What follows belongs to an exercise in optimizing a design on an open flow for small area, a short achievable clock period and few clock cycles per item; a production flow would make more cautious choices.
Only simulation tests tie the RTL to the original design; equivalence was not proved.
Power figures rest on the tool's default switching activity, not on a simulated workload.

Design product_gen, start of the top module:
module product_gen
#(
parameter WORD_SIZE=29
)
(
  input wire clk,
  output wire[2*WORD_SIZE-1:0] sum1,
  input wire[WORD_SIZE-1:0] min,
  input wire[WORD_SIZE-1:0] q
);
==> flow/config.mk <==
export PLATFORM = sky130hd
export DESIGN_NAME = product_gen
export DESIGN_NICKNAME = product_gen
export VERILOG_FILES = /design/flow/design.v
export SDC_FILE = /design/flow/constraint.sdc
export NUM_CORES = 4
export LEC_CHECK = 0
export CAP_MARGIN = 20
export CORE_MARGIN = 2
export CORE_UTILIZATION = 60
export SETUP_SLACK_MARGIN = 0.7
export SLEW_MARGIN = 20
export SYNTH_HIERARCHICAL = 1
export SYNTH_MINIMUM_KEEP_SIZE = 0
==> flow/constraint.sdc <==
create_clock -name core_clock -period 5.0 [get_ports {clk}]
set_input_delay 1.0000 -clock core_clock [delete_from_list [all_inputs] [get_ports {clk}]]
set_output_delay 1.0000 -clock core_clock [all_outputs]
set_load 0.01 [all_outputs]
standard.sh (not shown) runs the stock make flow with config.mk's settings and CLKGATE_MAP_FILE= SYNTH_SCRIPT=/design/flow/synth_recipe.tcl, a recipe that flattens the netlist after the stock synthesis.
==> flow/flow/run.sh <==
#!/bin/bash
set -uo pipefail
export BUFFER_PORTS_ARGS="-buffer_cell sky130_fd_sc_hd__buf_4"
bash standard.sh > standard.log 2>&1
The first run completed without violations.
Testbench counts at the start, summed over its fixed seeds: cycles 512, items 512.
Rerun with:
- SETUP_SLACK_MARGIN: 0.7 -> 0.3
Utilization is lower by 4.7 points. Synthesized area does not change. Via count is lower by 2.2%. Hold slack gains 34 ps. Count of clock-buffer cells in the layout does not change. Sequential cell count is unchanged.
Rerun with:
==> flow/run.sh (new file) <==
#!/bin/bash
# synth_recipe.tcl (not shown) runs the flow's synth.tcl, then flattens the netlist and writes it again
# the make line also repeats each setting of config.mk as NAME=value (left out here)
make -C /OpenROAD-flow-scripts/flow DESIGN_CONFIG=/design/flow/config.mk WORK_HOME=/design/flow/orfs CLKGATE_MAP_FILE= SYNTH_SCRIPT=/design/flow/synth_recipe.tcl finish
- SETUP_SLACK_MARGIN: 0.3 -> 0.5
removed: flow/flow/run.sh
removed: flow/standard.sh
Effect: The new run produced a clean layout; setup slack gains 71 ps; final cell count grows by 5.5%; hold slack gains 340 ps; wire length goes up by 3.5%; count of clock-buffer cells in the layout rises by 3; die area is unchanged; global-route usage went up by 0.70 points; final area goes up by 11%.

Starting RTL as in the previous note.
Settings: LEC_CHECK=0, CAP_MARGIN=20, CORE_MARGIN=2, CORE_UTILIZATION=60, SLEW_MARGIN=20, SYNTH_HIERARCHICAL=1, SYNTH_MINIMUM_KEEP_SIZE=0; clock period 5.0 ns.
==> flow/flow/run.sh <==
#!/bin/bash
set -uo pipefail
export BUFFER_PORTS_ARGS="-buffer_cell sky130_fd_sc_hd__buf_4"
bash standard.sh > standard.log 2>&1
Testbench counts at the start, summed over its fixed seeds: cycles 512, items 512.
Edit:
Settings changed: CTS_BUF_LIST set to sky130_fd_sc_hd__clkbuf_8, CTS_CLUSTER_SIZE set to 30, SETUP_SLACK_MARGIN set to 0.3.
Effect: The new run produced a clean layout. Via count decreases by 0.51%. Sequential cell count stays the same. Power decreases by 3.0%. Hold slack gets worse by 0.085 ns. Clock-buffer cell count falls by 1. Routed wire length rose by 1.2%. Global-route usage grows by 0.59 points. Worst setup slack is worse by 0.027 ns. Non-clock buffer count rises by 18.

run 1:
product_gen again, from the RTL that the note above started with.
// product_gen
module product_gen
#(
parameter WORD_SIZE=29
)
(
  input wire clk,
  output wire[2*WORD_SIZE-1:0] sum1,
  input wire[WORD_SIZE-1:0] min,
  input wire[WORD_SIZE-1:0] q
);
==> flow/config.mk <==
export PLATFORM = sky130hd
export DESIGN_NAME = product_gen
export DESIGN_NICKNAME = product_gen
export VERILOG_FILES = /design/flow/design.v
export SDC_FILE = /design/flow/constraint.sdc
export NUM_CORES = 4
export LEC_CHECK = 0
export CAP_MARGIN = 20
export CORE_MARGIN = 2
export CORE_UTILIZATION = 60
export SETUP_SLACK_MARGIN = 0.5
export SLEW_MARGIN = 20
export SYNTH_HIERARCHICAL = 1
export SYNTH_MINIMUM_KEEP_SIZE = 0
==> flow/constraint.sdc <==
create_clock -name core_clock -period 5.0 [get_ports {clk}]
set_input_delay 1.0000 -clock core_clock [delete_from_list [all_inputs] [get_ports {clk}]]
set_output_delay 1.0000 -clock core_clock [all_outputs]
set_load 0.01 [all_outputs]
==> flow/flow/run.sh <==
#!/bin/bash
set -uo pipefail
export BUFFER_PORTS_ARGS="-buffer_cell sky130_fd_sc_hd__buf_4"
export RECOVER_POWER=100
bash standard.sh > standard.log 2>&1
Testbench counts of run 1, summed over its fixed seeds: cycles 512, items 512.
Relative to run 1, the following input files were edited for run 2:
==> flow/flow/run.sh <==
#!/bin/bash
set -uo pipefail
export BUFFER_PORTS_ARGS="-buffer_cell sky130_fd_sc_hd__buf_2"
bash standard.sh > standard.log 2>&1
diff --git a/flow/config.mk b/flow/config.mk
--- a/flow/config.mk
+++ b/flow/config.mk
@@ -11 +11 @@
-export SETUP_SLACK_MARGIN = 0.5
+export SETUP_SLACK_MARGIN = 0.3
==> comparison <==
In summary, run 2 completed successfully, with a layout that passed the timing, design-rule and antenna checks. Run 2 -> run 1: overall routing resource usage flat. Of run 2 and run 1, run 1 shows the lower logic depth of the worst path, buffers included, with run 2 above it. When the final numbers for run 2 and run 1 were put side by side, the cell area turned out to be greater in run 1. Summary — internal power contribution, run 2 relative to run 1: lower, by 0.36 mW. Number of buffers other than clock buffers in the final layout: run 2 vs run 1 up 19. Taking run 1 as the reference point, the peak fanout along the critical path of run 2 falls by 5.
Relative to run 2, the following input files were edited for run 3:
==> flow/flow/run.sh <==
#!/bin/bash
set -uo pipefail
export BUFFER_PORTS_ARGS="-buffer_cell sky130_fd_sc_hd__buf_4"
bash standard.sh > standard.log 2>&1
diff --git a/flow/config.mk b/flow/config.mk
--- a/flow/config.mk
+++ b/flow/config.mk
@@ -11 +11 @@
-export SETUP_SLACK_MARGIN = 0.3
+export SETUP_SLACK_MARGIN = 0.5
Run 3 closes out successfully: all stages finished, all timing, DRC and antenna checks passed.
Compare run 2 and run 3 | non-clock buffer count higher: run 2
Summary: with run 2 as the reference, overall via count from detail_route in run 3 moved up slightly.
Number of antenna repair diodes was lower in the run labelled run 3.
Between run 2 and run 3, the area of combinational cells with multiple inputs is lower for run 2.
For run 2, the critical path endpoint was sum1[57], unlike run 3, where it was r1365$_DFF_P_.
Run 3 vs. run 2: data required time of the worst path climbed 1.33 ns, final routed wirelength across all metal layers climbed 320 um, count of clock-buffer cells in the layout climbed 1.
Highest clock rate: lower on run 2
met5 as the highest routing layer actually used was reported by run 2, and met4 by run 3.
Comparing run 2 with run 3, the global-route usage came out essentially unchanged.
Higher switching share of power goes to run 2 over run 3.

[re-timing with driven ports]
The flow's constraints put no driver on any port. The routed layouts listed below were extracted and timed again, unchanged, in two steps. Step 1 (the two cells are an assumption about what drives the block):
set clk [get_ports {clk}]
set_driving_cell -lib_cell sky130_fd_sc_hd__clkbuf_16 $clk
set_driving_cell -lib_cell sky130_fd_sc_hd__buf_2 [delete_from_list [all_inputs] $clk]
Step 2 also shifts input and output timing later by t, the mid clock arrival at the registers, as if the neighbouring blocks saw the same clock. Slacks: no drivers / after step 1 / after step 2; pairs: no drivers / after step 1.
| run | shift t [ns] | setup WS [ns] | hold slack, ns |
|---|---|---|---|
| the first run of note 1 | 0.514 | 0.643 / 0.586 / 0.239 | 0.710 / 0.686 / 1.201 |
| the second run of note 1 | 0.507 | 0.459 / 0.404 / 0.000 | 0.744 / 0.717 / 1.224 |
| the third run of note 1 | 0.510 | 0.530 / 0.499 / 0.056 | 1.089 / 1.060 / 1.570 |
| the first run of note 2 | 0.504 | 0.412 / 0.355 / 0.087 | 0.787 / 0.755 / 1.258 |
| the second run of note 2 | 0.545 | 0.384 / 0.411 / -0.134 | 0.702 / 0.677 / 1.222 |
| run 1 | 0.514 | 0.340 / 0.345 / -0.139 | 0.839 / 0.809 / 1.323 |
| run 2 | 0.512 | 0.444 / 0.387 / -0.026 | 0.840 / 0.801 / 1.313 |
| run 3 | 0.514 | 0.510 / 0.491 / 0.033 | 0.733 / 0.703 / 1.217 |
With both steps, setup timing fails in the second run of note 2, run 1 and run 2, where it was met with ideal ports. The setup slack of the second run of note 2, which loses most, moves by +0.027 ns with the drivers and by -0.518 ns with both steps.
